Background: an optimization exercise with open tools, aiming at small area, a short achievable clock period and few clock cycles. Do not read the settings as production practice. At most, simulation tests tie the RTL to the original design; equivalence was not proved. No functional check of the RTL was part of runs 1 to 3. Power figures rest on the tool's default switching activity, not on a simulated workload.

==> flow/design.v <==
module processor (
    input         clk,
    input         rst,
    output [15:0] imem_addr,
    input  [15:0] imem_rdata,
    output [15:0] dmem_addr,
    input  [15:0] dmem_rdata,
    output [15:0] dmem_wdata,
    output        dmem_we
);
    wire [255:0] rf;
    reg  [15:0] pc;         
    reg  [15:0] ir;
    reg         dv;         
    reg  [3:0]  ra_a;       
    reg  [3:0]  rb_a;       
    reg         bp;         
    reg         hz;         
    reg         dj;         
    reg         dbr;        
    reg         dshl;       
    wire [3:0] nop = imem_rdata[15:12];
    wire       n_mem = (nop == 4'h1) | (nop == 4'h2);
    wire       n_ra  = (nop == 4'h4) | (nop == 4'h5) | (nop == 4'h8) |
                       (nop == 4'hB) | (nop == 4'hC) | (nop == 4'hF);
    wire [3:0] n_ra_a = n_mem ? {2'b10, imem_rdata[9:8]} :
                        n_ra  ? imem_rdata[7:4] : imem_rdata[11:8];
    wire [3:0] n_rb_a = (nop == 4'h2) ? {2'b11, imem_rdata[11:10]} : imem_rdata[3:0];
    reg  [15:0] opa, opb;
    reg         e_cin;
    reg  [1:0]  e_sel;      
    reg         e_fill;
    reg         e_wen, e_ld, e_st;
    reg         e_br, e_bne;    
    reg  [3:0]  e_wd;
    reg  [15:0] maddr;
    wire [15:0] sum   = opa + opb + {15'b0, e_cin};
    wire [3:0]  e_sham = opb[7:4];
    wire        e_shl  = (opb[1:0] == 2'b01);
    wire [15:0] lor   = opa | opb;
    wire [15:0] lnand = ~(opa & opb);
    wire [15:0] sh1 = e_sham[0] ? {e_fill, opa[15:1]} : opa;
    wire [15:0] sh2 = e_sham[1] ? {{2{e_fill}}, sh1[15:2]} : sh1;
    wire [15:0] sh4 = e_sham[2] ? {{4{e_fill}}, sh2[15:4]} : sh2;
    wire [15:0] sh8 = e_sham[3] ? {{8{e_fill}}, sh4[15:8]} : sh4;
    wire [15:0] sh8_rev;
    genvar gi;
    generate for (gi = 0; gi < 16; gi = gi + 1) begin : g_rev
        assign sh8_rev[gi] = sh8[15 - gi];
    end endgenerate
    wire [15:0] shres = e_shl ? sh8_rev : sh8;
    reg  [15:0] alu;
    always @(*) begin
        case (e_sel)
            2'd0: alu = sum;
            2'd1: alu = lor;
            2'd2: alu = lnand;
            default: alu = shres;
        endcase
    end
    wire [15:0] wdata = e_ld ? dmem_rdata : alu;
    genvar gr;
    generate for (gr = 0; gr < 16; gr = gr + 1) begin : g_rf
        reg [15:0] r;
        always @(posedge clk)
            if (e_wen && e_wd == gr) r <= wdata;
        assign rf[16*gr +: 16] = r;
    end endgenerate
    wire [3:0] op = ir[15:12];
    wire [3:0] fd = ir[11:8];
    wire [63:0] ra_g;
    generate for (gi = 0; gi < 4; gi = gi + 1) begin : g_ra
        assign ra_g[16*gi +: 16] = rf[64*gi + 16*ra_a[1:0] +: 16];
    end endgenerate
    wire [15:0] ra = ra_g[16*ra_a[3:2] +: 16];
    wire [15:0] rb = rf[16*rb_a +: 16];
    wire        hza = e_wen & (e_wd == ra_a);
    wire        hzb = e_wen & (e_wd == rb_a);
    wire [15:0] fwa = hza ? wdata : ra;
    wire [15:0] wdata_rev, ra_rev;
    reg  [15:0] opa_n;
    always @(*) begin
        case ({hza, dshl})
            2'b00: opa_n = ra;
            2'b01: opa_n = ra_rev;
            2'b10: opa_n = wdata;
            default: opa_n = wdata_rev;
        endcase
    end
    wire [15:0] fwb = hzb ? wdata : rb;
    wire d_rr  = (op == 4'h8) | (op == 4'hB) | (op == 4'hC) | (op == 4'hF);
    wire d_zx  = (op == 4'hA) | (op == 4'hE);
    wire d_sub = (op == 4'hC) | (op == 4'hD) | (op == 4'hE);
    wire d_alu = (op == 4'h0) | (op[3] | (op[2] & op[1]));
    wire d_sha = (ir[1:0] == 2'b11);
    wire taken = e_br & ((opa == opb) ^ e_bne);
    wire stall = dv & (hz | (dbr & ~bp));
    wire go    = dv & ~hz & ~bp;
    wire jump  = dv & dj;
    wire       d_wen = d_alu | (op == 4'h1);
    wire [3:0] d_wd  = (op == 4'h1) ? {2'b11, fd[3:2]} : fd;
    wire       n_hz  = go & d_wen &
                       n_mem & (d_wd[3:2] == 2'b10) & (imem_rdata[9:8] == d_wd[1:0]);
    wire [15:0] base = ra_g[32 +: 16];
    wire [15:0] sx8 = {{8{ir[7]}}, ir[7:0]};
    wire [15:0] imm = d_zx ? {8'h00, ir[7:0]} : sx8;
    wire [15:0] bsrc = (d_rr | dbr | (op == 4'h2)) ? fwb : imm;
    generate for (gi = 0; gi < 16; gi = gi + 1) begin : g_rev2
        assign ra_rev[gi] = ra[15 - gi];
        assign wdata_rev[gi] = wdata[15 - gi];
    end endgenerate
    wire [15:0] pc_next = pc + (jump ? {{4{ir[11]}}, ir[11:0]} : 16'd2);
    always @(posedge clk) begin
        opa    <= opa_n;
        opb    <= d_sub ? ~bsrc : bsrc;
        e_cin  <= d_sub;
        e_sel  <= (op == 4'h0) ? 2'd3 :
                  ((op == 4'h6) | (op == 4'hF)) ? 2'd1 :
                  ((op == 4'h7) | (op == 4'hB)) ? 2'd2 : 2'd0;
        e_fill <= d_sha & fwa[15];
        e_ld   <= (op == 4'h1);
        e_wd   <= d_wd;
        e_bne  <= op[0];
        maddr  <= base + {sx8[14:0], 1'b0};
        if (rst) begin
            pc    <= 16'h0000;
            dv    <= 1'b0;
            bp    <= 1'b0;
            hz    <= 1'b0;
            e_wen <= 1'b0;
            e_st  <= 1'b0;
            e_br  <= 1'b0;
        end else begin
            e_br  <= go & dbr;
            e_wen <= go & d_wen;
            e_st  <= go & (op == 4'h2);
            bp    <= go & dbr;
            hz    <= 1'b0;
            if (taken) begin
                pc <= ra;               
                dv <= 1'b0;
            end else if (!stall) begin
                hz   <= n_hz;
                pc   <= pc_next;
                ir   <= imem_rdata;
                dv   <= ~jump;
                dj   <= (nop == 4'h3);
                dbr  <= (nop == 4'h4) | (nop == 4'h5);
                dshl <= (nop == 4'h0) & (imem_rdata[1:0] == 2'b01);
                ra_a <= n_ra_a;
                rb_a <= n_rb_a;
            end else if (go & dbr) begin
                ra_a <= fd;
            end
        end
    end
    assign imem_addr  = pc;
    assign dmem_addr  = maddr;
    assign dmem_wdata = opb;
    assign dmem_we    = e_st;
endmodule
==> flow/flow/run.sh <==
#!/bin/bash
# Standard ORFS layout (the standard.sh), with repair_timing asked for
# a larger setup margin so that it shortens the critical paths further.
set -euo pipefail
echo "export SETUP_SLACK_MARGIN = 7.7" >> config.mk
bash standard.sh finish > standard_flow.log 2>&1 || { tail -50 standard_flow.log; exit 1; }
tail -5 standard_flow.log
==> flow/standard.sh <==
#!/bin/bash
# synth_recipe.tcl (not shown) runs the flow's synth.tcl, then flattens the netlist and writes it again
# the make line also repeats each setting of config.mk as NAME=value (left out here)
make -C /OpenROAD-flow-scripts/flow DESIGN_CONFIG=/design/flow/config.mk WORK_HOME=/design/flow/orfs CLKGATE_MAP_FILE= SYNTH_SCRIPT=/design/flow/synth_recipe.tcl "${@:-finish}"
==> flow/config.mk <==
export PLATFORM = sky130hd
export DESIGN_NAME = processor
export DESIGN_NICKNAME = processor
export VERILOG_FILES = /design/flow/design.v
export SDC_FILE = /design/flow/constraint.sdc
export NUM_CORES = 4
export LEC_CHECK = 0
export CAP_MARGIN = 20
export CORE_MARGIN = 2
export CORE_UTILIZATION = 40
export SLEW_MARGIN = 20
export SETUP_SLACK_MARGIN = 7.7
==> flow/constraint.sdc <==
create_clock -name core_clock -period 11.0 [get_ports {clk}]
set_input_delay 2.2000 -clock core_clock [delete_from_list [all_inputs] [get_ports {clk}]]
set_output_delay 2.2000 -clock core_clock [all_outputs]
set_load 0.01 [all_outputs]
==> results of run 1 <==
## flip-flops by register name (all words and copies together), names as in the netlist, 2 cells and up
signal / count
opa: 16
opb: 16
ra_a: 4
pc: 16
rb_a: 4
e_wd: 4
e_sel: 2
ir: 16
g_rf.r: 256
maddr: 16
## power groups by stage
stage          Clock, mW  Combinational (mW)  Sequential [mW]
6_report            1.34                1.49             1.83
5_1_grt             1.42                1.59             1.83
4_1_cts             1.37                1.39             1.83
3_5_place_dp           0                1.29             1.86
3_3_place_gp           0                1.28             1.86
2_1_floorplan          0               0.833             1.82
## routing by layer
layer | vias up | global-route usage (%)
met2 | 611 | 39.9
met1 | 6893 | 30.9
li1 | 5904 | -
met5 | - | 0
met3 | 143 | 4.85
met4 | 0 | 10.1
## path summary, 6_finish.rpt
kind         cells after the start    from  slack, ns            end
max reg2reg                     10  opb[0]       7.75         opa[2]
min reg2reg                      2  pc[12]       0.50         pc[12]
min                              2  pc[12]       0.50         pc[12]
max                              1  opb[6]       7.55  dmem_wdata[6]
## worst min-delay path, stage by stage, from the launching register on
cell      delay (ns)
dfxtp_2         0.33
nand2_1         0.05
a311oi_1        0.08
## layout make-up
cell class / instances / area [um2] / share of cell area (%)
Sequential cell: 362 / 10200 / 42.9
Multi-Input combinational cell: 912 / 9580 / 40.4
Tap cell: 664 / 831 / 3.50
Clock buffer: 50 / 1090 / 4.60
Inverter: 59 / 228 / 0.961
Clock inverter: 25 / 220 / 0.929
Timing Repair Buffer: 180 / 1580 / 6.68
## cell usage after synthesis, types with 20 or more instances
cell type  number  area share, %
nand2_1        93            1.8
clkbuf_1       50           0.94
xnor2_1        38            1.7
ha_1           61            3.8
mux4_2        179             20
dfxtp_1        79            8.0
a21oi_1        47            1.2
inv_1          55            1.0
mux2i_1        49            2.5
nand3_1        22           0.55
nor2_1         82            1.5
nor3_1         33           0.83
o21ai_0        26           0.65
and3_1         20           0.63
edfxtp_1      283             43
## stage by stage
step                      instance area, um2  hold WS [ns]  total power, mW  setup slack (ns)  cells
after detailed placement               21600         0.506             3.15              6.77   2117
after global routing                   23700         0.512             4.84              7.53   2252
after floorplan                        19900         0.480             2.66              7.55   1413
after CTS                              23400         0.497             4.58              7.44   2232
after global placement                 21600         0.504             3.13              6.81   2117
final                                  23700         0.498             4.66              7.55   2252
## cells by family (layout without fill, tap and decap cells)
logic type | count (synthesis) | after routing | synth area share, %
simple gates | 320 | 322 | 7.78
xor+xnor | 57 | 57 | 2.51
fa+ha+maj | 65 | 65 | 4.24
mux | 246 | 246 | 23.8
compound gates | 222 | 222 | 7.96
buf+inv | 141 | 314 | 3.01
flops | 362 | 362 | 50.7
## repair_timing
| action | in CTS | in global routing |
|---|---|---|
| buffers inserted | 35 | 19 |
| pin swaps | 10 | 11 |
| resized for setup | 288 | 40 |
| endpoints found under the setup margin | 264 | 144 |
| hold endpoints to repair | 0 | 0 |
| cloned | 5 | 1 |
==> flow_summary.toml, run 1 <==
[worst_setup_path]
path_cells = "dlygate4sd2_1"
cp.arrival_ns = 1.25
critical_path.top_delay_family = "flip-flops"
crit_buf_inv = 1
critical_path.max_fanout = 8
cpPeakStageDelay_ns = 0.39
cp.required_ns = 8.80
crit_path_start_kind = "register"
crit_slowest_cell = "dfxtp_4"
worstSetupEndpointType = "primary output"
path_class = "register to primary output"

[global_routing]
grt_pass1_vias = 13500
grtUsageTotal_pct = 24.1
grt_pass1_wl_um = 89100
antenna_found_initial = 1
grt_max_degree = 49
gr-total-overflow = 0

[synthesis]
synth_area_um2 = 19900
syn_nets = 1512
synthArstFlopShare_pct = 0
ys_types = 82
synth_seq_area_share_pct = 50.7
synth_edf_count = 283
synth-seq-cells = 362
syn_inst = 1413
avgSynthCellArea_um2 = 14.1
yosys_warnings = 1
synthFlopType = "edfxtp_1"

[route]
route.met3.wl_um = 5220
drt-total-wl_um = 61500
wire_per_inst_um = 27.3
wl_met2_um = 29800
dr.pass1.iters = 5
met1Wirelength_um = 23800
first_iter_violations = 1425
via_count = 13600
top_layer = "met4"
ant_nets = 0
viasPerCell = 6.02
drc = 0

[cts]
cts_tree = "yes"
clkSinkCount = 362
cts_inserted_buffers = 41
htreeDepth = 2
path_clk_slew_ns = 0.06
clk_path_buf_depth = 3
root_buffer = "clkbuf_16"
insertion_delay_ns = 0.57
cts_hold_buf = 0

[run_status]
outcome = "timing/DRC/antenna clean"

[pwr]
power-per-cell-area_nw_per_um2 = 197
p_leak_nw = 8.49
comb_power_share_pct = 31.9
peakVddDrop_mv = 0.0907
seq_power_share_pct = 39.2
p_sw_mw = 1.53
swShare_pct = 32.8
pwr-share-clk_pct = 28.9
p_int_mw = 3.13

[timing]
maxSlewViolCount = 0
worst_pin_slew_ns = 1.01
max_freq_mhz = 290
tns_ns = 0
setup_viol = 0
finClkSkew_ns = 0.0324
period_share_pct = 31.4
min_period_ns = 3.45
finalHoldViolCount = 0
max_slew_margin_pct = 32.7
rsz0062_at_grt = "yes"

[cells_and_area]
layout_commonest_cell = "edfxtp_1"
layout-drive-gt1-share_pct = 33.4
layout_common_cells = "edfxtp_1, mux4_2, nand2_1, buf_4, nor2_1"
layout.nets = 1655
diodes = 0
fillCellCount = 4228
syn_to_final_growth_pct = 19.3
final_core_util_pct = 48.4

[floorplan]
die_w_um = 227
die-area_um2 = 51500
rows = 81
core-area_um2 = 49000
io_pins = 83
die_h_um = 227
start_util_pct = 40.6

[placed_design]
dp_hpwl_um = 39500
routabilityCongestion = 0.928
port_buffers = 82

[job]
max_cap_violations = 0

[min_path]
hold_class = "register to register"
==> inputs of run 2 (changes only) <==
--- a/flow/flow/run.sh
+++ b/flow/flow/run.sh
@@ -4,3 +4,3 @@
 set -euo pipefail
-echo "export SETUP_SLACK_MARGIN = 7.7" >> config.mk
+echo "export SETUP_SLACK_MARGIN = 7.8" >> config.mk
 bash standard.sh finish > standard_flow.log 2>&1 || { tail -50 standard_flow.log; exit 1; }
--- a/flow/config.mk
+++ b/flow/config.mk
@@ -7,6 +7,7 @@
 export LEC_CHECK = 0
-export CAP_MARGIN = 20
+export CAP_MARGIN = 10
 export CORE_MARGIN = 2
-export CORE_UTILIZATION = 40
-export SLEW_MARGIN = 20
-export SETUP_SLACK_MARGIN = 7.7
+export CORE_UTILIZATION = 60
+export PLACE_DENSITY = 0.75
+export SLEW_MARGIN = 10
+export SETUP_SLACK_MARGIN = 7.8
==> run 2 against run 1 <==
First-iteration DRC count increased by 16%. Final area increased by 1.7%. Total power increased by 2.5%. Core utilization increased by 26 points. Clock power about the same. Clock skew decreased by 0.0071 ns. Sequential power about the same. Non-clock buffer count increased by 29. Critical path type unchanged. Largest power group unchanged. Highest routed layer unchanged.
==> flow_summary.toml, run 2 <==
[synthesis]
syn_nets = 1512
synth_commonest_cells = "edfxtp_1, mux4_2, nand2_1"
synth.most_common_cell = "edfxtp_1"
ys_types = 82
avgSynthCellArea_um2 = 14.1
synth-seq-cells = 362
synth_top_cell_by_area = "edfxtp_1"
synth_area_um2 = 19900
synthTopCellsByArea = "edfxtp_1, mux4_2, dfxtp_1"
synth_top_area_share_pct = 42.8
synthArstFlopShare_pct = 0
synth_seq_area_share_pct = 50.7
synthFlopType = "edfxtp_1"
syn_inst = 1413
yosys_warnings = 1
synth_edf_count = 283

[route]
drt-total-wl_um = 60300
ant_nets = 0
first_iter_violations = 1657
dr.pass1.iters = 6
viasPerCell = 6.82
via_count = 14000
wire_per_inst_um = 29.3
drc = 0

[timing]
worst_pin_slew_ns = 1.23
max_freq_mhz = 300
max_slew_margin_pct = 17.9
period_share_pct = 30.3
finClkSkew_ns = 0.0253
maxSlewViolCount = 0
finalHoldViolCount = 0
timing.final.ws_setup_ns = 7.67
rsz0062_at_grt = "yes"
min_period_ns = 3.33
tns_ns = 0
setup_viol = 0

[cells_and_area]
largest_reg_flops = 256
layout_common_cells = "edfxtp_1, mux4_2, buf_4, nand2_1, nor2_1"
layout.nets = 1681
syn_to_final_growth_pct = 21.3
regMostFlops = "g_rf.r"
final_core_util_pct = 74.1
layout_commonest_cell = "edfxtp_1"
layout-drive-gt1-share_pct = 35.9
fin_cells = 2055

[worst_setup_path]
cp.required_ns = 8.80
crit_buf_inv = 2
cp.arrival_ns = 1.13
critical_path.max_fanout = 5
critical_path.top_delay_family = "flip-flops"
cpPeakStageDelay_ns = 0.36
worstSetupEndpointType = "primary output"
crit_slowest_cell = "dfxtp_4"
path_class = "register to primary output"
path_cells = "buf_12 > buf_6"
crit_path_start_kind = "register"

[floorplan]
start_util_pct = 61.1
rows = 66
die_w_um = 186
core-area_um2 = 32500
die_h_um = 186
io_pins = 83
die-area_um2 = 34600

[global_routing]
antenna_found_initial = 1
grtUsageTotal_pct = 35.7
grt_pass1_vias = 13900
gr-total-overflow = 0
grt_pass1_wl_um = 88200
grt_max_degree = 65

[min_path]
hold_class = "register to register"

[cts]
htreeDepth = 2
clkSinkCount = 362
cts_hold_buf = 0
root_buffer = "clkbuf_16"
cts_tree = "yes"
insertion_delay_ns = 0.54
path_clk_slew_ns = 0.06
clk_path_buf_depth = 3
cts_inserted_buffers = 39

[pwr]
peakVddDrop_mv = 0.190
power_mw = 4.77
power-per-cell-area_nw_per_um2 = 198
p_leak_nw = 8.82

[placed_design]
dp_cells = 1895
place_ws_ns = 6.61
routabilityCongestion = 0.944
port_buffers = 82
dp_hpwl_um = 38100

[job]
max_cap_violations = 0

[run_status]
outcome = "timing/DRC/antenna clean"
run 2: cell counts after synthesis:
No cell type changed its count.
run 2: path summary, 6_finish.rpt:
kind                        end  startpoint  slack, ns  cells after the start
setup / recovery  dmem_wdata[4]      opb[4]       7.67                      2
hold / removal            pc[1]       pc[1]       0.53                      2
setup reg to reg      maddr[15]     ra_a[0]       7.75                     14
hold reg to reg           pc[1]       pc[1]       0.53                      2
run 2: routing by layer:
layer	GRT usage (%)	routed length, um	vias to the layer above
met5	0	0	-
met4	15.2	2950	0
met3	7.96	6070	186
met2	58.9	29500	804
met1	46.0	21800	7070
li1	-	-	5957
run 2: what timing repair did:
action                                  in CTS  in global routing
gates cloned                                 8                  0
endpoints found under the setup margin     332                138
pin swaps                                   12                 19
resized for setup                          335                 64
endpoints found under the hold margin        0                  0
setup buffers                               44                 36
run 2: through the flow:
step / hold WS, ns / area (um2)
after CTS: 0.548 / 23500
after floorplan: 0.480 / 20000
after global routing: 0.535 / 24100
after detailed placement: 0.507 / 21300
after global placement: 0.503 / 21300
final: 0.532 / 24100
run 2: cells by family (layout without fill, tap and decap cells):
group | count (synthesis) | count (layout) | synth area share, %
compound gates | 222 | 222 | 7.96
xor+xnor | 57 | 57 | 2.51
fa+ha+maj | 65 | 65 | 4.24
buf+inv | 141 | 339 | 3.01
flops | 362 | 362 | 50.7
mux | 246 | 246 | 23.8
other cells | 0 | 1 | 0
simple gates | 320 | 321 | 7.78
run 2: power by group:
part	switching, mW	internal (mW)
clock network	0.545	0.821
logic	0.874	0.698
registers	0.0962	1.74
total	1.52	3.26
run 2: worst min-delay path, cell delays in order, from the launching register on:
cell	delay, ns
dfxtp_4	0.36
nand2_1	0.06
a311oi_1	0.07
run 2: layout make-up:
type	count	area [um2]
Clock buffer	51	1120
Fill cell	2105	8440
Inverter	59	230
Antenna cell	1	2.50
Timing Repair Buffer	209	2140
Sequential cell	362	10200
Tap cell	442	553
Multi-Input combinational cell	911	9650
Clock inverter	20	223
==> inputs of run 3 (changes only) <==
--- a/flow/flow/run.sh
+++ b/flow/flow/run.sh
@@ -4,3 +4,3 @@
 set -euo pipefail
-echo "export SETUP_SLACK_MARGIN = 7.8" >> config.mk
+echo "export SETUP_SLACK_MARGIN = 7.9" >> config.mk
 bash standard.sh finish > standard_flow.log 2>&1 || { tail -50 standard_flow.log; exit 1; }
--- a/flow/config.mk
+++ b/flow/config.mk
@@ -12,2 +12,2 @@
 export SLEW_MARGIN = 10
-export SETUP_SLACK_MARGIN = 7.8
+export SETUP_SLACK_MARGIN = 7.9
==> run 3 against run 2 <==
Sequential power about the same. Clock skew is 0.0018 ns higher. Clock power fell by 4%. Combinational power is 6% higher. Worst hold slack improved by 0.047 ns. Wire length rose by 0.33%. Cell count rose by 0.58%. Sequential cell count unchanged. Sequential share of layout area decreased by 0.60 points. Largest power group unchanged. Highest routed layer unchanged.
==> flow_summary.toml, run 3 <==
[worst_setup_path]
crit_path_start_kind = "register"
cp.arrival_ns = 1.11
cpPeakStageDelay_ns = 0.35
reg2regPathDepth = 13
critical_path.max_fanout = 2
cp.required_ns = 8.80
worstSetupEndpointType = "primary output"
crit_start = "opb[4]"
r2r_start = "ra_a[0]"
crit_slowest_cell = "dfxtp_4"
path_class = "register to primary output"
path_cells = "buf_12 > buf_6"

[cells_and_area]
regMostFlops = "g_rf.r"
fin_area_um2 = 24500
syn_to_final_growth_pct = 23.1
layout.nets = 1695
diodes = 0
layout_common_cells = "edfxtp_1, mux4_2, buf_4, nand2_1, nor2_1"
layout-drive-gt1-share_pct = 39.1
fillCellCount = 1994
largest_reg_flops = 256
layout_commonest_cell = "edfxtp_1"
fin_cells = 2067

[global_routing]
grtUsageTotal_pct = 35.1
grt_pass1_vias = 13900
grt_pass1_wl_um = 87400
grt_max_degree = 66
antenna_found_initial = 0
gr-total-overflow = 0

[cts]
path_clk_slew_ns = 0.06
root_buffer = "clkbuf_16"
htreeDepth = 2
cts_tree = "yes"
clk_path_buf_depth = 3
clkSinkCount = 362
insertion_delay_ns = 0.54
cts_inserted_buffers = 37
cts_hold_buf = 0

[min_path]
hold_start = "dv"
min_path_cells = 1
hold_class = "register to register"

[timing]
max_freq_mhz = 302
tns_ns = 0
max_slew_margin_pct = 26.1
finClkSkew_ns = 0.0271
maxSlewViolCount = 0
finalHoldViolCount = 0
hold_ws_ns = 0.579
period_share_pct = 30.1
min_period_ns = 3.31
rsz0062_at_grt = "yes"
worst_pin_slew_ns = 1.11
setup_viol = 0

[synthesis]
avgSynthCellArea_um2 = 14.1
synthTopCellsByArea = "edfxtp_1, mux4_2, dfxtp_1"
synth_commonest_cells = "edfxtp_1, mux4_2, nand2_1"
synth_area_um2 = 19900
syn_inst = 1413
syn_nets = 1512
synth-seq-cells = 362
yosys_warnings = 1
synth_edf_count = 283
synth.most_common_cell = "edfxtp_1"
synthFlopType = "edfxtp_1"
synth_seq_area_share_pct = 50.7
ys_types = 82
synth_top_cell_by_area = "edfxtp_1"
synth_top_area_share_pct = 42.8
synthArstFlopShare_pct = 0

[route]
dr.pass1.iters = 6
ant_nets = 0
drc = 0
wire_per_inst_um = 29.3
via_count = 14300
first_iter_violations = 1627
viasPerCell = 6.92
drt-total-wl_um = 60500

[floorplan]
rows = 66
io_pins = 83
die_h_um = 186
die-area_um2 = 34600
start_util_pct = 61.1
die_w_um = 186
core-area_um2 = 32500

[placed_design]
port_buffers = 82
dp_cells = 1894
routabilityCongestion = 0.961
dp_hpwl_um = 37600
place_area_um2 = 21400

[pwr]
power-per-cell-area_nw_per_um2 = 197
peakVddDrop_mv = 0.146
power_mw = 4.81
p_leak_nw = 8.88

[run_status]
outcome = "timing/DRC/antenna clean"

[job]
max_cap_violations = 0
[run 3: cell type report]
cell class / instances / area (um2) / area share (%)
Clock buffer: 42 / 945 / 3.86
Clock inverter: 26 / 310 / 1.27
Inverter: 59 / 244 / 0.998
Multi-Input combinational cell: 911 / 9880 / 40.4
Sequential cell: 362 / 10200 / 41.6
Tap cell: 442 / 553 / 2.26
Timing Repair Buffer: 225 / 2350 / 9.61
[run 3: kinds of logic (layout without fill, tap and decap cells)]
family / Yosys count / count (layout) / share of synthesized area (%)
buffers and inverters: 141 / 352 / 3.01
AND/OR/NAND/NOR: 320 / 321 / 7.78
XOR/XNOR: 57 / 57 / 2.51
multiplexers: 246 / 246 / 23.8
adder cells (fa/ha/maj): 65 / 65 / 4.24
flip-flops: 362 / 362 / 50.7
AO/OA/AOI/OAI: 222 / 222 / 7.96
[run 3: timing repair]
item | 4_1_cts | 5_1_grt
cloned | 6 | 1
gates resized for setup | 396 | 81
pin swaps | 23 | 30
buffers inserted | 70 | 28
endpoints found under the hold margin | 0 | 0
setup endpoints to repair | 340 | 202
[run 3: power breakdown]
group	internal (mW)	switching [mW]	total (mW)
clock	0.768	0.540	1.31
combinational	0.757	0.904	1.66
sequential	1.74	0.100	1.84
[run 3: critical path, delay by kind of cell, from the launching register on]
family | cells | cell delay [ns]
buffers and inverters | 2 | 0.23
DFF | 1 | 0.35
[run 3: routing by layer]
layer	vias to the layer above	routed length, um	GRT usage (%)
met5	-	0	0
met4	0	3480	15.8
met3	222	6050	6.81
met2	941	29400	57.6
met1	7153	21600	45.9
li1	5979	-	-
[run 3: final timing paths]
kind         slack [ns]             to
min                0.58             dv
max reg2reg        7.74      maddr[15]
max                7.69  dmem_wdata[4]
min reg2reg        0.58             dv
[run 3: metrics by stage]
step | setup slack [ns] | utilization [%]
detailed placement | 6.09 | 65.7
floorplan | 7.55 | -
CTS | 7.68 | 73.4
global route | 7.64 | 75.2
global placement | 6.12 | 65.7
finish | 7.69 | 75.2
==> inputs of run 4 (changes only) <==
--- a/flow/design.v
+++ b/flow/design.v
@@ -25,4 +25,3 @@
                        (nop == 4'hB) | (nop == 4'hC) | (nop == 4'hF);
-    wire [3:0] n_ra_a = n_mem ? {2'b10, imem_rdata[9:8]} :
-                        n_ra  ? imem_rdata[7:4] : imem_rdata[11:8];
+    wire [3:0] n_ra_a = n_ra ? imem_rdata[7:4] : imem_rdata[11:8];
     wire [3:0] n_rb_a = (nop == 4'h2) ? {2'b11, imem_rdata[11:10]} : imem_rdata[3:0];
@@ -70,7 +69,3 @@
     wire [3:0] fd = ir[11:8];
-    wire [63:0] ra_g;
-    generate for (gi = 0; gi < 4; gi = gi + 1) begin : g_ra
-        assign ra_g[16*gi +: 16] = rf[64*gi + 16*ra_a[1:0] +: 16];
-    end endgenerate
-    wire [15:0] ra = ra_g[16*ra_a[3:2] +: 16];
+    wire [15:0] ra = rf[16*ra_a +: 16];
     wire [15:0] rb = rf[16*rb_a +: 16];
@@ -103,3 +98,3 @@
                        n_mem & (d_wd[3:2] == 2'b10) & (imem_rdata[9:8] == d_wd[1:0]);
-    wire [15:0] base = ra_g[32 +: 16];
+    wire [15:0] base = rf[128 + 16*fd[1:0] +: 16];
     wire [15:0] sx8 = {{8{ir[7]}}, ir[7:0]};
--- a/flow/flow/run.sh
+++ b/flow/flow/run.sh
@@ -4,3 +4,3 @@
 set -euo pipefail
-echo "export SETUP_SLACK_MARGIN = 7.9" >> config.mk
+echo "export SETUP_SLACK_MARGIN = 7.75" >> config.mk
 bash standard.sh finish > standard_flow.log 2>&1 || { tail -50 standard_flow.log; exit 1; }
--- a/flow/config.mk
+++ b/flow/config.mk
@@ -12,2 +12,2 @@
 export SLEW_MARGIN = 10
-export SETUP_SLACK_MARGIN = 7.9
+export SETUP_SLACK_MARGIN = 7.75
==> run 4 against run 3 <==
Synthesized area grew 2.2%. Critical path type unchanged. Register-to-register slack improved by 0.09 ns. Clock power hardly changed. Highest routed layer is now met5.
==> flow_summary.toml, run 4 <==
[cts]
cts_inserted_buffers = 39
htreeDepth = 2
insertion_delay_ns = 0.56
clkSinkCount = 362
root_buffer = "clkbuf_16"
clk_path_buf_depth = 3
path_clk_slew_ns = 0.06
cts_tree = "yes"

[synthesis]
avgSynthCellArea_um2 = 14.0
synth_area_um2 = 20300
synthFlopType = "edfxtp_1"
syn_inst = 1452
ys_types = 79
synth_xor_xnor_area_share_pct = 2.54
synth_top_area_share_pct = 41.9
synth_edf_count = 283
synth-compound-area-share_pct = 8.27
yosys_warnings = 1
synth_commonest_cells = "edfxtp_1, mux4_2, nand2_1"
synth.most_common_cell = "edfxtp_1"
synth_fa_ha_area_share_pct = 4.15
yosys.area_share.simple_pct = 7.30
synthTopCellsByArea = "edfxtp_1, mux4_2, dfxtp_1"
synth_top_cell_by_area = "edfxtp_1"
synth-seq-cells = 362
synth_top_family_by_area = "multiplexers"
synth.area.mux_share_pct = 25.1
synth_seq_area_share_pct = 49.6
synthArstFlopShare_pct = 0
syn_nets = 1551

[floorplan]
io_pins = 83
start_util_pct = 60.7
die-area_um2 = 35300
rows = 67
core-area_um2 = 33400
die_w_um = 188
die_h_um = 188

[job]
max_cap_violations = 0

[route]
drt-total-wl_um = 61000
wire_per_inst_um = 29.8
drc = 0
first_iter_violations = 1746
viasPerCell = 7.00
dr.pass1.iters = 8
via_count = 14300
ant_nets = 0

[timing]
maxSlewViolCount = 0
finClkSkew_ns = 0.0369
max_slew_margin_pct = 27.4
period_share_pct = 30.6
max_freq_mhz = 297
min_period_ns = 3.37
timing.final.ws_setup_ns = 7.63
finalHoldViolCount = 0
tns_ns = 0
setup_viol = 0
worst_pin_slew_ns = 1.09
rsz0062_at_grt = "yes"

[global_routing]
grt_max_degree = 66
gr-total-overflow = 0
grt_pass1_wl_um = 90400
grt_pass1_vias = 14400
grtUsageTotal_pct = 34.9
antenna_found_initial = 3

[worst_setup_path]
cp.arrival_ns = 1.17
r2r_start = "opa[14]"
path_cells = "buf_12 > buf_6"
cpPeakStageDelay_ns = 0.35
crit_path_start_kind = "register"
critical_path.top_delay_family = "flip-flops"
crit_buf_inv = 2
critical_path.max_fanout = 6
crit_start = "opb[6]"
worstSetupEndpointType = "primary output"
crit_slowest_cell = "dfxtp_4"
cp.required_ns = 8.80
path_class = "register to primary output"

[placed_design]
dp_hpwl_um = 39200
port_buffers = 82
routabilityCongestion = 0.937
place_ws_ns = 6.68

[min_path]
hold_class = "register to register"
hold_start = "pc[10]"

[pwr]
p_int_mw = 3.07
power-per-cell-area_nw_per_um2 = 194
seq_power_share_pct = 39.8
peakVddDrop_mv = 0.157
pwr-share-clk_pct = 28.2
p_sw_mw = 1.52
swShare_pct = 33.1
comb_power_share_pct = 32.1
p_leak_nw = 8.66

[cells_and_area]
layout_commonest_cell = "edfxtp_1"
syn_to_final_growth_pct = 16.5
regMostFlops = "g_rf.r"
largest_reg_flops = 256
layout.nets = 1668
layout-drive-gt1-share_pct = 31.5
diodes = 0
layout_common_cells = "edfxtp_1, mux4_2, nand2_1, buf_4, nor2_1"

[run_status]
outcome = "timing/DRC/antenna clean"
run 4: repair_timing:
item,CTS,global route
pin swaps,5,8
gates cloned,5,0
gates resized for setup,290,42
hold buffers,0,0
setup endpoints to repair,236,69
setup buffers,21,23
run 4: area by class of cell:
class / count / area (um2)
Sequential cell: 362 / 10100
Fill cell: 2200 / 9800
Timing Repair Buffer: 168 / 1520
Inverter: 54 / 206
Multi-Input combinational cell: 944 / 9970
Clock inverter: 23 / 221
Tap cell: 448 / 561
Clock buffer: 47 / 1030
run 4: power groups by stage:
stage | Sequential (mW) | Combinational (mW) | Clock, mW
finish | 1.83 | 1.47 | 1.29
global route | 1.83 | 1.56 | 1.36
CTS | 1.82 | 1.37 | 1.30
detailed placement | 1.85 | 1.28 | 0
global placement | 1.85 | 1.26 | 0
floorplan | 1.82 | 0.843 | 0
run 4: logic make-up after synthesis:
group                    after synthesis
AO/OA/AOI/OAI                        246
XOR/XNOR                              59
adder cells (fa/ha/maj)               65
buffers and inverters                147
flip-flops                           362
multiplexers                         265
AND/OR/NAND/NOR                      308
run 4: worst paths after layout:
kind                   endpoint  slack, ns  depth (start not counted)
setup / recovery  dmem_wdata[6]       7.63                          2
hold / removal           pc[10]       0.49                          2
setup reg to reg            dbr       7.83                          9
hold reg to reg          pc[10]       0.49                          2
run 4: metrics by stage:
step | util [%] | instances | power, mW | cell area (um2) | hold WS (ns)
3_5_place_dp | 64.9 | 1927 | 3.13 | 21700 | 0.494
2_1_floorplan | - | 1452 | 2.66 | 20400 | 0.474
5_1_grt | 70.7 | 2046 | 4.75 | 23600 | 0.516
3_3_place_gp | 64.9 | 1927 | 3.10 | 21700 | 0.486
6_report | 70.7 | 2046 | 4.59 | 23600 | 0.488
4_1_cts | 69.7 | 2023 | 4.49 | 23300 | 0.489
run 4: worst min-delay path: stages, from the launching register on:
cell and delay, ns:
dfxtp_2 0.32, nand2_1 0.05, a311oi_1 0.07
run 4: layer usage:
metal	up-vias	global-route usage, %	part of all wire [%]
li1	6046	-	-
met1	7151	45.3	35
met5	-	0	0.048
met4	4	16.7	5.5
met3	220	7.52	11
met2	892	56.6	48
Testbench counts of run 4, summed over its fixed seeds: cycles 36,054.
==> inputs of run 5 (changes only) <==
--- a/flow/flow/run.sh
+++ b/flow/flow/run.sh
@@ -4,3 +4,3 @@
 set -euo pipefail
-echo "export SETUP_SLACK_MARGIN = 7.75" >> config.mk
+echo "export SETUP_SLACK_MARGIN = 7.7" >> config.mk
 bash standard.sh finish > standard_flow.log 2>&1 || { tail -50 standard_flow.log; exit 1; }
--- a/flow/config.mk
+++ b/flow/config.mk
@@ -12,2 +12,2 @@
 export SLEW_MARGIN = 10
-export SETUP_SLACK_MARGIN = 7.75
+export SETUP_SLACK_MARGIN = 7.7
==> run 5 against run 4 <==
Critical path type unchanged. Final area shrank 0.20%. Still clean on timing, DRC and antenna. Sequential cell count did not move. Largest cell class unchanged. Largest power group unchanged. Core utilization down 0.14 points. Highest routed layer is now met4.
==> flow_summary.toml, run 5 <==
[run_status]
outcome = "timing/DRC/antenna clean"

[pwr]
seq_power_share_pct = 39.6
p_leak_nw = 8.63
swShare_pct = 32.0
peakVddDrop_mv = 0.126
pwr-share-clk_pct = 29.3
p_sw_mw = 1.47
p_int_mw = 3.13
power-per-cell-area_nw_per_um2 = 195
comb_power_share_pct = 31.1

[global_routing]
antenna_found_initial = 0
use_met3_pct = 5.48
grtUsageMet2_pct = 56.5
gr-usage-met1_pct = 45.6
grt_pass1_wl_um = 89400
grt_max_degree = 66
busiest_layer = "met2"
gr-total-overflow = 0
grtUsageTotal_pct = 34.5
grt_pass1_vias = 14100

[timing]
rsz0062_at_grt = "yes"
max_slew_margin_pct = 28.7
maxSlewViolCount = 0
tns_ns = 0
min_period_ns = 3.34
max_freq_mhz = 299
period_share_pct = 30.4
finalHoldViolCount = 0
worst_pin_slew_ns = 1.07
setup_viol = 0
finClkSkew_ns = 0.0429

[synthesis]
synth_seq_area_share_pct = 49.6
synth_edf_count = 283
synthTopCellsByArea = "edfxtp_1, mux4_2, dfxtp_1"
synthFlopType = "edfxtp_1"
synthArstFlopShare_pct = 0
synth_top_cell_by_area = "edfxtp_1"
syn_inst = 1452
synth_area_um2 = 20300
synth_commonest_cells = "edfxtp_1, mux4_2, nand2_1"
synth.most_common_cell = "edfxtp_1"
avgSynthCellArea_um2 = 14.0
synth_top_area_share_pct = 41.9
synth-seq-cells = 362
ys_types = 79
yosys_warnings = 1
syn_nets = 1551

[cts]
cts_hold_buf = 0
htreeDepth = 2
clk_path_buf_depth = 3
insertion_delay_ns = 0.55
root_buffer = "clkbuf_16"
clkSinkCount = 362
path_clk_slew_ns = 0.06
cts_tree = "yes"
cts_inserted_buffers = 39

[worst_setup_path]
cp.arrival_ns = 1.14
worstSetupEndpointType = "primary output"
cp.required_ns = 8.80
critical_path.max_fanout = 3
crit_path_start_kind = "register"
r2r_end = "opa[7]"
r2r_slack_ns = 7.75
r2r_start = "opb[0]"
reg2regPathDepth = 13
path_class = "register to primary output"

[floorplan]
core-area_um2 = 33400
io_pins = 83
start_util_pct = 60.7
die_h_um = 188
die-area_um2 = 35300
rows = 67
die_w_um = 188

[placed_design]
routabilityCongestion = 0.934
dp_cells = 1927
dp_hpwl_um = 39700
port_buffers = 82

[cells_and_area]
layout_common_cells = "edfxtp_1, mux4_2, nand2_1, buf_4, nor2_1"
layout-drive-gt1-share_pct = 32.0
final_core_util_pct = 70.6
seqCellArea_um2 = 10100
fin_cells = 2049
syn_to_final_growth_pct = 16.2
fillCellCount = 2194
layout_commonest_cell = "edfxtp_1"
regMostFlops = "g_rf.r"
multi_input_area_um2 = 9950
largest_reg_flops = 256
layout.nets = 1668

[job]
max_cap_violations = 0

[route]
drc = 0
ant_nets = 0
dr.pass1.iters = 7
drt-total-wl_um = 60600
via_count = 14200
first_iter_violations = 1589
wire_per_inst_um = 29.6
viasPerCell = 6.94

[min_path]
hold_start = "pc[9]"
worstHoldEndpoint = "pc[9]"
min_path_cells = 2
hold_class = "register to register"
-- run 5: cell counts after synthesis --
No cell type changed its count.
-- run 5: worst max-delay path, stage by stage (launching register included) --
cell	delay [ns]
dfxtp_4	0.36
buf_12	0.13
buf_6	0.11
-- run 5: cell families (layout without fill, tap and decap cells) --
group                      Yosys count  in the layout  synth area share, %
buffers and inverters              147            294                 2.98
and+or+nand+nor                    308            309                 7.30
AOI/OAI and AO/OA                  246            246                 8.27
adders and majority gates           65             65                 4.15
muxes                              265            265                 25.1
DFF                                362            362                 49.6
other                                0              1                    0
xor gates and xnor gates            59             59                 2.55
-- run 5: power by group through the flow --
stage / registers (mW) / logic, mW / clock network [mW]
2_1_floorplan: 1.82 / 0.833 / 0
3_3_place_gp: 1.85 / 1.24 / 0
3_5_place_dp: 1.86 / 1.25 / 0
4_1_cts: 1.82 / 1.34 / 1.36
5_1_grt: 1.83 / 1.51 / 1.41
6_report: 1.82 / 1.43 / 1.34
-- run 5: stage by stage --
step / total power [mW] / cell area [um2] / hold slack [ns] / setup WS [ns]
after floorplan: 2.65 / 20400 / 0.474 / 7.64
after global placement: 3.09 / 21700 / 0.492 / 6.73
after detailed placement: 3.11 / 21700 / 0.498 / 6.70
after CTS: 4.52 / 23500 / 0.496 / 7.53
after global routing: 4.75 / 23600 / 0.513 / 7.65
final: 4.59 / 23600 / 0.488 / 7.66
-- run 5: worst max-delay path by stage --
| stage | startpoint | end | slack (ns) |
|---|---|---|---|
| CTS | opb[7] | dmem_wdata[7] | 7.53 |
| global route | opb[4] | dmem_wdata[4] | 7.65 |
| detailed placement | rst | hz | 6.70 |
| floorplan | imem_rdata[15] | ra_a[1] | 7.64 |
| global placement | rst | rb_a[3] | 6.73 |
| finish | opb[4] | dmem_wdata[4] | 7.66 |
-- run 5: repair_timing --
action | in CTS | in global routing
resized for setup | 246 | 53
setup buffers | 29 | 17
pin swaps | 5 | 8
cloned | 3 | 0
hold endpoints to repair | 0 | 0
endpoints found under the setup margin | 259 | 85
-- run 5: metal layers --
metal | vias to the layer above | wire [um]
met5 | - | 0
met4 | 0 | 3130
met2 | 857 | 29300
met1 | 7176 | 22400
li1 | 6023 | -
met3 | 170 | 5780
-- run 5: cell type report --
cell class / count / area share, %
flip-flops and latches: 362 / 43.0
multi-input cells: 944 / 42.2
repair buffers: 168 / 5.95
clock buffers: 59 / 4.93
well taps: 448 / 2.38
inverters: 54 / 0.859
clock inverters: 13 / 0.732
diodes: 1 / 0.0106
==> inputs of run 6 (changes only) <==
--- a/flow/config.mk
+++ b/flow/config.mk
@@ -7,7 +7,7 @@
 export LEC_CHECK = 0
-export CAP_MARGIN = 10
+export CAP_MARGIN = 5
 export CORE_MARGIN = 2
-export CORE_UTILIZATION = 60
-export PLACE_DENSITY = 0.75
-export SLEW_MARGIN = 10
+export CORE_UTILIZATION = 50
+export PLACE_DENSITY = 0.7
+export SLEW_MARGIN = 5
 export SETUP_SLACK_MARGIN = 7.7
==> run 6 against run 5 <==
Still clean. Worst hold slack improved by 0.0044 ns. Sequential share of layout area decreased by 0.23 points. Cell count increased by 3.8%. Critical endpoint is now dmem_wdata[7]. Largest cell class unchanged. Largest power group unchanged. Highest routed layer unchanged.
==> flow_summary.toml, run 6 <==
[run_status]
outcome = "timing/DRC/antenna clean"

[worst_setup_path]
crit_path_start_kind = "register"
cp.arrival_ns = 1.14
worstSetupEndpointType = "primary output"
cp.required_ns = 8.80
critical_path.max_fanout = 2
path_class = "register to primary output"

[synthesis]
synth-seq-cells = 362
synth_area_um2 = 20300
synth_commonest_cells = "edfxtp_1, mux4_2, nand2_1"
synth_top_area_share_pct = 41.9
avgSynthCellArea_um2 = 14.0
synthFlopType = "edfxtp_1"
yosys_warnings = 1
syn_nets = 1551
synth_top_cell_by_area = "edfxtp_1"
synth.most_common_cell = "edfxtp_1"
synth_seq_area_share_pct = 49.6
synthTopCellsByArea = "edfxtp_1, mux4_2, dfxtp_1"
synthArstFlopShare_pct = 0
synth_edf_count = 283
ys_types = 79
syn_inst = 1452

[cells_and_area]
multi_input_area_um2 = 9890
seqCellArea_um2 = 10100
layout_common_cells = "edfxtp_1, mux4_2, nand2_1, buf_4, nor2_1"
fin_cells = 2127
fillCellCount = 3012
regMostFlops = "g_rf.r"
syn_to_final_growth_pct = 16.9
largest_reg_flops = 256
layout_commonest_cell = "edfxtp_1"
diodes = 0
layout-drive-gt1-share_pct = 31.5
layout.nets = 1670

[floorplan]
start_util_pct = 50.9
die_h_um = 206
rows = 73
io_pins = 83
die_w_um = 206
die-area_um2 = 42200
core-area_um2 = 39900

[cts]
cts_tree = "yes"
path_clk_slew_ns = 0.07
insertion_delay_ns = 0.55
htreeDepth = 2
clkSinkCount = 362
cts_inserted_buffers = 39
clk_path_buf_depth = 3
root_buffer = "clkbuf_16"
cts_hold_buf = 0

[min_path]
hold_class = "register to register"

[pwr]
comb_power_share_pct = 31.2
peakVddDrop_mv = 0.105
p_sw_mw = 1.49
pwr-share-clk_pct = 29.4
p_int_mw = 3.14
swShare_pct = 32.1
power-per-cell-area_nw_per_um2 = 195
seq_power_share_pct = 39.4
p_leak_nw = 8.68

[timing]
rsz0062_at_grt = "yes"
min_period_ns = 3.34
worst_pin_slew_ns = 1.27
finalHoldViolCount = 0
maxSlewViolCount = 0
setup_viol = 0
period_share_pct = 30.3
max_slew_margin_pct = 14.6
finClkSkew_ns = 0.0229
hold_ws_ns = 0.492
max_freq_mhz = 300
tns_ns = 0

[global_routing]
grt_max_degree = 65
grt_pass1_vias = 14100
antenna_found_initial = 1
gr-total-overflow = 0
grt_pass1_wl_um = 90700
grtUsageTotal_pct = 29.5

[route]
drt-total-wl_um = 61800
first_iter_violations = 1820
ant_nets = 0
viasPerCell = 6.69
drc = 0
via_count = 14200
dr.pass1.iters = 5
wire_per_inst_um = 29.1

[job]
max_cap_violations = 0

[placed_design]
port_buffers = 82
dp_hpwl_um = 39700
dp_cells = 2003
routabilityCongestion = 0.967
## run 6: cell counts after synthesis
No cell type changed its count.
## run 6: cells by family after synthesis
family / synth area share [%]
xor gates and xnor gates: 2.55
adders and majority gates: 4.15
buffers and inverters: 2.98
DFF: 49.6
muxes: 25.1
AOI/OAI and AO/OA: 8.27
and+or+nand+nor: 7.30
## run 6: final timing paths
path	cells after the start	to	from	slack, ns
min	2	pc[12]	pc[12]	0.49
min reg2reg	2	pc[12]	pc[12]	0.49
max	2	dmem_wdata[7]	opb[7]	7.66
max reg2reg	13	maddr[15]	ir[9]	7.77
## run 6: area by class of cell
cell class                 instances  share of cell area, %
timing repair buffer             170                   6.37
clock buffer                      54                   4.69
clock inverter                    18                  0.886
sequential                       362                   42.7
tap                              525                   2.77
multi-input combinational        944                   41.7
inverter                          54                  0.859
## run 6: routing by layer
metal	routed length [um]	part of all wire [%]	GRT usage, %	vias to the layer above
li1	-	-	-	6026
met1	23100	37	38.5	7185
met5	0	0	0	-
met3	5480	8.9	4.45	171
met2	30200	49	49.3	846
met4	3060	4.9	13.0	0
## run 6: metrics by stage
stage | util, % | instance area, um2 | setup slack [ns] | power [mW]
2_1_floorplan | - | 20400 | 7.64 | 2.65
3_3_place_gp | 54.6 | 21800 | 6.75 | 3.10
3_5_place_dp | 54.6 | 21800 | 6.70 | 3.11
4_1_cts | 59.2 | 23600 | 7.61 | 4.57
5_1_grt | 59.5 | 23700 | 7.53 | 4.78
6_report | 59.5 | 23700 | 7.66 | 4.63
## run 6: power by group through the flow
| stage | logic [mW] | clock network [mW] | registers, mW |
|---|---|---|---|
| finish | 1.44 | 1.36 | 1.82 |
| global route | 1.53 | 1.42 | 1.83 |
| CTS | 1.38 | 1.37 | 1.82 |
| detailed placement | 1.26 | 0 | 1.86 |
| global placement | 1.24 | 0 | 1.85 |
| floorplan | 0.833 | 0 | 1.82 |
## run 6: critical path, stage by stage (launching register included)
cell and delay (ns):
dfxtp_4 0.36, buf_12 0.12, buf_6 0.11
## run 6: what timing repair did
item | 4_1_cts | 5_1_grt
resized for setup | 253 | 41
buffers inserted | 39 | 8
setup endpoints to repair | 237 | 69
pin swaps | 7 | 5
gates cloned | 4 | 1

port drivers added, routing unchanged:
Ports are ideal in the flow. The routed layouts listed here were re-timed in OpenROAD.
Step 1 (the two cells are an assumption about what drives the block):
set clk [get_ports {clk}]
set_driving_cell -lib_cell sky130_fd_sc_hd__clkbuf_16 $clk
set_driving_cell -lib_cell sky130_fd_sc_hd__buf_2 [delete_from_list [all_inputs] $clk]
Step 2 times the ports against the registers' clock, not the clock port: input delays grow and output delays shrink by t, the midpoint of the rising clock arrivals with the driver on.
Slacks: ideal ports / drivers / drivers and shift; pairs: ideal ports / drivers.
run | t (ns) | slack for setup (ns) | clock arrival spread, ns | worst register clock-pin slew, ns | worst slew at a driven data input, ns
run 1 | 0.609 | 7.548 / 7.489 / 7.173 | 0.033 / 0.033 | 0.06 / 0.06 | 0.04
run 2 | 0.580 | 7.668 / 7.617 / 7.252 | 0.027 / 0.026 | 0.06 / 0.06 | 0.04
run 3 | 0.583 | 7.686 / 7.632 / 7.365 | 0.027 / 0.027 | 0.07 / 0.07 | 0.04
run 4 | 0.598 | 7.634 / 7.582 / 7.217 | 0.038 / 0.038 | 0.07 / 0.07 | 0.06
run 5 | 0.582 | 7.658 / 7.605 / 7.145 | 0.043 / 0.043 | 0.06 / 0.06 | 0.06
run 6 | 0.591 | 7.664 / 7.609 / 7.154 | 0.026 / 0.026 | 0.07 / 0.07 | 0.05
After both steps setup and hold are still met in every run listed. For run 5, which loses most, drivers alone change the setup slack by -0.053 ns; drivers and shift together by -0.513 ns.
